What follows belongs to an exercise in optimizing a design on an open flow for small area, a short achievable clock period and few clock cycles per item; a production flow would make more cautious choices.

==> flow/design.v (excerpt) <==
module logarithm #(
	parameter n = 16,
	parameter m = 24,
	parameter k = 5 ,
	parameter p = 24
) (
	input        clk  ,  
	input        reset,  
	input        start,
	input  [0:n] x    ,
	output [1:p] y    ,
	output       done
);
Settings: LEC_CHECK=0, CAP_MARGIN=20, CORE_MARGIN=2, CORE_UTILIZATION=40, CTS_BUF_LIST=sky130_fd_sc_hd__clkbuf_4 sky130_fd_sc_hd__clkbuf_8, SETUP_SLACK_MARGIN=3.8, SLEW_MARGIN=60, SYNTH_HIERARCHICAL=1, SYNTH_MINIMUM_KEEP_SIZE=0; clock period 9.0 ns.
standard.sh (not shown) runs the stock make flow with config.mk's settings and CLKGATE_MAP_FILE= SYNTH_SCRIPT=/design/flow/synth_recipe.tcl, a recipe that flattens the netlist after the stock synthesis.
==> flow/flow/run.sh <==
#!/bin/bash
# Standard layout, with the smallest buffer on the ports instead of the
# delay buffer that buffer_ports picks by default.
set -e
export BUFFER_PORTS_ARGS="-buffer_cell sky130_fd_sc_hd__buf_1"
bash standard.sh finish > standard_flow.log 2>&1
Then changed:
--- a/flow/design.v
+++ b/flow/design.v
@@ -1574,36 +1574,22 @@
 	log_xor u_sum47 (pp_[47], cy[47], t[47]);
 	log_xor u_sum48 (pp_[48], cy[48], t[48]);
 	log_xor u_sum49 (pp_[49], cy[49], t[49]);
 	assign t[23:0] = 24'd0;
 	wire [25:0] s  = t[49:24];
 	wire        b  = f >= 24'd6949351;
-	wire ge1 = f >= 24'd742791;
-	wire ge2 = f >= 24'd1518468;
-	wire ge3 = f >= 24'd2328488;
-	wire ge4 = f >= 24'd3174369;
-	wire ge5 = f >= 24'd4057702;
-	wire ge6 = f >= 24'd4980142;
-	wire ge7 = f >= 24'd5943423;
-	wire ge8 = b;
-	wire ge9 = f >= 24'd7999816;
-	wire ge10 = f >= 24'd9096789;
-	wire ge11 = f >= 24'd10242329;
-	wire ge12 = f >= 24'd11438586;
-	wire ge13 = f >= 24'd12687807;
-	wire ge14 = f >= 24'd13992335;
-	wire ge15 = f >= 24'd15354619;
-	wire tb0 = ge8;
-	wire tb1 = (tb0 ? ge12 : ge4);
-	wire tb2 = (tb0 ? (tb1 ? ge14 : ge10) : (tb1 ? ge6 : ge2));
-	wire tb3 = (tb0 ? (tb1 ? (tb2 ? ge15 : ge13) : (tb2 ? ge11 : ge9)) : (tb1 ? (tb2 ? ge7 : ge5) : (tb2 ? ge3 : ge1)));
-	wire [3:0] tbits = {tb0, tb1, tb2, tb3};
-	reg  [20:0] sr;          
-	reg  [3:0] q;           
+	wire ge1 = f >= 24'd3174369;
+	wire ge2 = b;
+	wire ge3 = f >= 24'd11438586;
+	wire tb0 = ge2;
+	wire tb1 = (tb0 ? ge3 : ge1);
+	wire [1:0] tbits = {tb0, tb1};
+	reg  [22:0] sr;          
+	reg  [1:0] q;           
 	reg         dn;          
-	wire        last = sr[20] & ~dn;
+	wire        last = sr[22] & ~dn;
 	wire        ld = dn;
 	wire        sh = ~ld & b;    
 	wire        sk = ~ld & ~b;   
 	wire [23:0] fs;              
 	log_a22oi u_sel0 (sh, s[1], sk, s[0], fs[0]);
 	log_a22oi u_sel1 (sh, s[2], sk, s[1], fs[1]);
@@ -1636,18 +1622,18 @@
 			dn <= 1'b1;
 		else if (start | last)
 			dn <= ~start;
 	end
 	always @(posedge clk) begin
 		if (start | (~dn & ~last))
-			sr <= start ? 21'd1 : {sr[19:0], b};
+			sr <= start ? 23'd1 : {sr[21:0], b};
 		if (last)
 			q <= tbits;
 	end
 	assign done = dn;
-	assign y    = {sr[19:0], q};
+	assign y    = {sr[21:0], q};
 endmodule
 module log_fa (input a, input b, input c, output s, output co);
 	assign s  = a ^ b ^ c;
 	assign co = (a & b) | (a & c) | (b & c);
 endmodule
 module log_xor (input a, input b, output y);
The changed run went through all stages and came out clean.
Global-route usage falls by 2.2 points.
First-iteration DRC count came out lower by 27%.
Worst setup slack gets better by 0.040 ns.
Wire length shrinks by 17%.
Fmax grows by 0.80%.
Function was not checked in any run of this note: the RTL went through the layout flow alone.

separate check: timing with driven ports:
How much do the figures lean on ideal ports? The routed layouts below were timed once more, with nothing changed but the port constraints.
Step 1: set_driving_cell puts a clkbuf_16 on clk and a buf_2 on each other input, an assumption about the parent block.
Step 2 adds t to the input delays and takes it off the output delays; t is the mean of the earliest and latest rising clock arrival at the registers after step 1. Input paths then give back, and output paths get back, about the clock's delay inside the block.
Slacks: ideal / step 1 / step 2; pairs: ideal / step 1.
run	t (ns)	setup WS [ns]	worst hold slack (ns)
the first run	0.365	4.053 / 4.053 / 4.053	0.569 / 0.569 / 0.569
the second run	0.370	4.092 / 4.092 / 4.092	0.566 / 0.566 / 0.566
After both steps every run listed still meets setup and hold.
